This design comes from an exercise in tuning for small area, a short achievable clock period and few clock cycles per item on the open sky130 flow, not from production work. Only simulation tests tie the RTL to the original design; equivalence was not proved.

==> onyx <==
// rs_decoder_90_64
module rs_decoder_90_64 (
    input  clk,
    input  rst_n,
    input  start,
    input  [719:0] received_code,
    output [511:0] decoded_data,
    output [4:0] errors_detected,
    output error_corrected,
    output [6:0] error_position,
    output reg valid_out,
    output decode_success
);
export LEC_CHECK = 0
export CAP_MARGIN = 40
export CORE_AREA = 10 10 690 690
export DIE_AREA = 0 0 700 700
export SETUP_SLACK_MARGIN = 5
export SLEW_MARGIN = 40
create_clock -name core_clock -period 12.0 [get_ports {clk}]
standard.sh (not shown) runs the stock make flow with config.mk's settings and CLKGATE_MAP_FILE= SYNTH_SCRIPT=/design/flow/synth_recipe.tcl, a recipe that flattens the netlist after the stock synthesis.
==> flow/flow/run.sh <==
#!/bin/bash
# The standard layout (standard.sh: standard synthesis, floorplan, place, CTS, route),
# with two settings changed on the make command line:
#  - the port buffers that global placement inserts use the smallest buffer cell
#    (timing repair resizes the ones that matter);
set -euo pipefail
bash standard.sh "BUFFER_PORTS_ARGS=-buffer_cell sky130_fd_sc_hd__buf_1" \
    "SETUP_SLACK_MARGIN=5.5" finish > standard.log 2>&1
==> quartz: changes against onyx <==
--- a/flow/config.mk
+++ b/flow/config.mk
@@ -7,6 +7,6 @@
 export LEC_CHECK = 0
 export CAP_MARGIN = 40
-export CORE_AREA = 10 10 690 690
-export DIE_AREA = 0 0 700 700
+export CORE_AREA = 10 10 590 590
+export DIE_AREA = 0 0 600 600
 export SETUP_SLACK_MARGIN = 5
 export SLEW_MARGIN = 40
==> summary of the runs <==
In quartz the maximum frequency is lower than in onyx, by about 2.6%.
Clock skew: onyx is lower than quartz (0.024 ns).
In synthesized cell count, quartz and onyx do not differ.
In quartz the via count is higher than in onyx, by about 6%.
Sequential share of layout area: quartz is higher than onyx (0.12 points).
Between onyx and quartz, the lower count of clock-buffer cells in the layout is in quartz (gap 10).
Of onyx and quartz, quartz has the higher core utilization (gap 9.2 points).
==> figures <==
| metric | onyx | quartz |
|---|---|---|
| Placed Instance Area | 107000 sq um | 104000 sq um |
| Buffering stage count on the worst path with inverters included | 4 | 5 |
| Result of the run | complete, no violations | complete, no violations |
| Final setup margin | 4.89 ns | 4.69 ns |
| CORE AREA | 460000 sq um | 334000 sq um |
| # fillers | 49864 | 34455 |
| Data arrival time of the worst path | 7.84 ns | 8.02 ns |
| Clk_buf instances | 73 | 63 |
| R2R depth | 24 | 23 |
| N_diodes | 189 | 290 |
| GRT met2 Usage | 61.3% | 71.6% |
| Global Route met3 Usage | 14.2% | 33.6% |
| Clock edge transition at the registers on the reported setup and hold paths | 0.06 ns | 0.07 ns |
| Portion of the layout cell area used by clock cells | 1.65% | 1.71% |
| Number of cells in the design after placement | 17042 | 15306 |
Testbench counts of onyx, summed over its fixed seeds: cycles 1,920, items 384.
Testbench counts of quartz, summed over its fixed seeds: cycles 1,920, items 384.


==> inputs of job 1026 <==
Another version of the RTL of rs_decoder_90_64 (not shown whole).
make LEC_CHECK=0 CAP_MARGIN=40 CORE_AREA='10 10 690 690' DIE_AREA='0 0 700 700' SETUP_SLACK_MARGIN=5 SLEW_MARGIN=40 finish   # period 12.0 ns
run.sh (not shown) runs the stock make flow with config.mk's settings and CLKGATE_MAP_FILE= SYNTH_SCRIPT=/design/flow/synth_recipe.tcl, a recipe that flattens the netlist after the stock synthesis.
Stock flow here: none of the scripts above is used.
==> job 9186: changes against job 1026 <==
==> flow/flow/run.sh (new file) <==
#!/bin/bash
# The standard layout (standard.sh: standard synthesis, floorplan, place, CTS, route),
# with one change on the make command line: the port buffers that global placement
# inserts use the smallest buffer cell (timing repair resizes the ones that matter).
# Every tool's output stays in orfs/logs; make's own output goes to standard.log.
set -euo pipefail
bash standard.sh "BUFFER_PORTS_ARGS=-buffer_cell sky130_fd_sc_hd__buf_1" finish > standard.log 2>&1
==> flow/standard.sh (new file) <==
#!/bin/bash
# synth_recipe.tcl (not shown) runs the flow's synth.tcl, then flattens the netlist and writes it again
# the make line also repeats each setting of config.mk as NAME=value (left out here)
make -C /OpenROAD-flow-scripts/flow DESIGN_CONFIG=/design/flow/config.mk WORK_HOME=/design/flow/orfs CLKGATE_MAP_FILE= SYNTH_SCRIPT=/design/flow/synth_recipe.tcl "${@:-finish}"
removed: flow/run.sh
==> qor summary <==
item	job 9186	job 1026
Outcome	timing/DRC/antenna clean	timing/DRC/antenna clean
Fin crit share	60.8%	62.2%
Met3 track demand over resource	27.1%	27.3%
Worst Max-Slew Pin Slew	1.18 ns	1.14 ns
Routed wirelength normalized by instance count	69.8 um	69.5 um
Filler-free cell count of the finished design	19800	19600
Area added between synthesis and finish	32.0%	37.7%
Fraction of standard cell area in multi-input logic	72.8%	69.2%
Setup slack of the worst register-to-register path	4.70 ns	4.53 ns
Pin count of the biggest net entering global routing	112	103
Proportion of final cell area spent on non-clock buffers	11.2%	15.5%
Minimum hold slack	0.531 ns	0.547 ns
Footprint of the flip-flops and latches	6740 sq um	6790 sq um
Met3 wire len	186000 um	186000 um
Total clock buffers created by CTS	58	55
Multi-input gate area in the final layout	95600 sq um	94800 sq um
Antenna violations before repair	310	291
Final worst setup slack	4.70 ns	4.53 ns
Met2 GRT Util	70.8%	69.9%
Total length of routed met2 wires	517000 um	514000 um
Final Util	28.5%	29.8%
Capture instance of the worst register-to-register path	acc[10]	acc[24]
Testbench counts of job 1026, summed over its fixed seeds: cycles 1,920, items 384.
Testbench counts of job 9186, summed over its fixed seeds: cycles 1,920, items 384.


==> harbor: inputs <==
rs_decoder_90_64, a different RTL version from the one above (not shown whole).
Settings: LEC_CHECK=0, CAP_MARGIN=40, CORE_AREA=10 10 690 690, DIE_AREA=0 0 700 700, SETUP_SLACK_MARGIN=5, SLEW_MARGIN=40; clock period 12.0 ns.
standard.sh (not shown) runs the stock make flow with config.mk's settings and CLKGATE_MAP_FILE= SYNTH_SCRIPT=/design/flow/synth_recipe.tcl, a recipe that flattens the netlist after the stock synthesis.
==> flow/flow/run.sh <==
#!/bin/bash
# The standard layout (standard.sh: standard synthesis, floorplan, place, CTS, route),
# with one change on the make command line: the port buffers that global placement
# inserts use the smallest buffer cell (timing repair resizes the ones that matter).
# Every tool's output stays in orfs/logs; make's own output goes to standard.log.
set -euo pipefail
bash standard.sh "BUFFER_PORTS_ARGS=-buffer_cell sky130_fd_sc_hd__buf_1" finish > standard.log 2>&1
==> inputs of amber, as changes to harbor <==
==> flow/flow/run.sh (replaced) <==
#!/bin/bash
# The standard layout (standard.sh: standard synthesis, floorplan, place, CTS, route),
# with two settings changed on the make command line:
#  - the port buffers that global placement inserts use the smallest buffer cell
#    (timing repair resizes the ones that matter);
set -euo pipefail
bash standard.sh "BUFFER_PORTS_ARGS=-buffer_cell sky130_fd_sc_hd__buf_1" \
    "SETUP_SLACK_MARGIN=5.5" finish > standard.log 2>&1
==> summary.md <==
| Metric | Value |
|---|---|
| Layout clock area frac | `2.61%` |
| Via count | `123,000` |
| Worst Setup EP | `decoded_data[44]` |
| Most frequent CP cell | `nor4_4` |
| Metal3 WL | `186,000 µm` |
| First-pass GRT wire length | `1,600,000 µm` |
| Reg area | `12,400 µm²` |
| Crit path depth | `10` |
| Minimum clock period | `7.37 ns` |
| Achievable Freq | `0.136 GHz` |
| Iter 0 DRT Violations | `22,500` |
| Met1 WL | `516,000 µm` |
| Critical R2R Capture | `acc[32]` |
| Outcome | `timing/DRC/antenna clean` |
-- figures above: harbor

==> summary.md <==
| Metric | Value |
|---|---|
| Minimum clock period | `7.17 ns` |
| Crit path depth | `11` |
| Worst Setup EP | `decoded_data[24]` |
| Outcome | `timing/DRC/antenna clean` |
| Reg area | `12,400 µm²` |
| Metal3 WL | `186,000 µm` |
| Achievable Freq | `0.139 GHz` |
| Critical R2R Capture | `acc[42]` |
| Layout clock area frac | `2.57%` |
| First-pass GRT wire length | `1,600,000 µm` |
| Via count | `123,000` |
-- figures above: amber

Testbench counts of harbor, summed over its fixed seeds: cycles 1,920, items 384.
Testbench counts of amber, summed over its fixed seeds: cycles 1,920, items 384.

## afterwards: timing with drivers on the ports
The results above use ideal ports. As a check the final layouts listed here were re-extracted and re-timed, cells and wires unchanged. Step 1: set_driving_cell puts a clkbuf_16 on clk and a buf_2 on each other input, an assumption about the parent block. Step 2, shift: input delay + t, output delay - t, t = (earliest + latest rising clock arrival at the registers) / 2. This alone moves slack from input paths to output paths. a / b / c = ideal / step 1 / step 2; a / b = the first two.
run	shift t [ns]	setup WS [ns]	clock arrival spread, ns
onyx	0.949	4.885 / 4.885 / 4.885	0.044 / 0.045
quartz	0.934	4.692 / 4.692 / 4.692	0.076 / 0.075
job 1026	1.005	4.533 / 4.533 / 4.533	0.128 / 0.128
job 9186	0.980	4.704 / 4.605 / 4.704	0.075 / 0.075
harbor	1.022	4.625 / 4.534 / 4.847	0.091 / 0.091
amber	1.025	4.831 / 4.739 / 5.177	0.101 / 0.102
After both steps setup and hold are still met in every run listed.
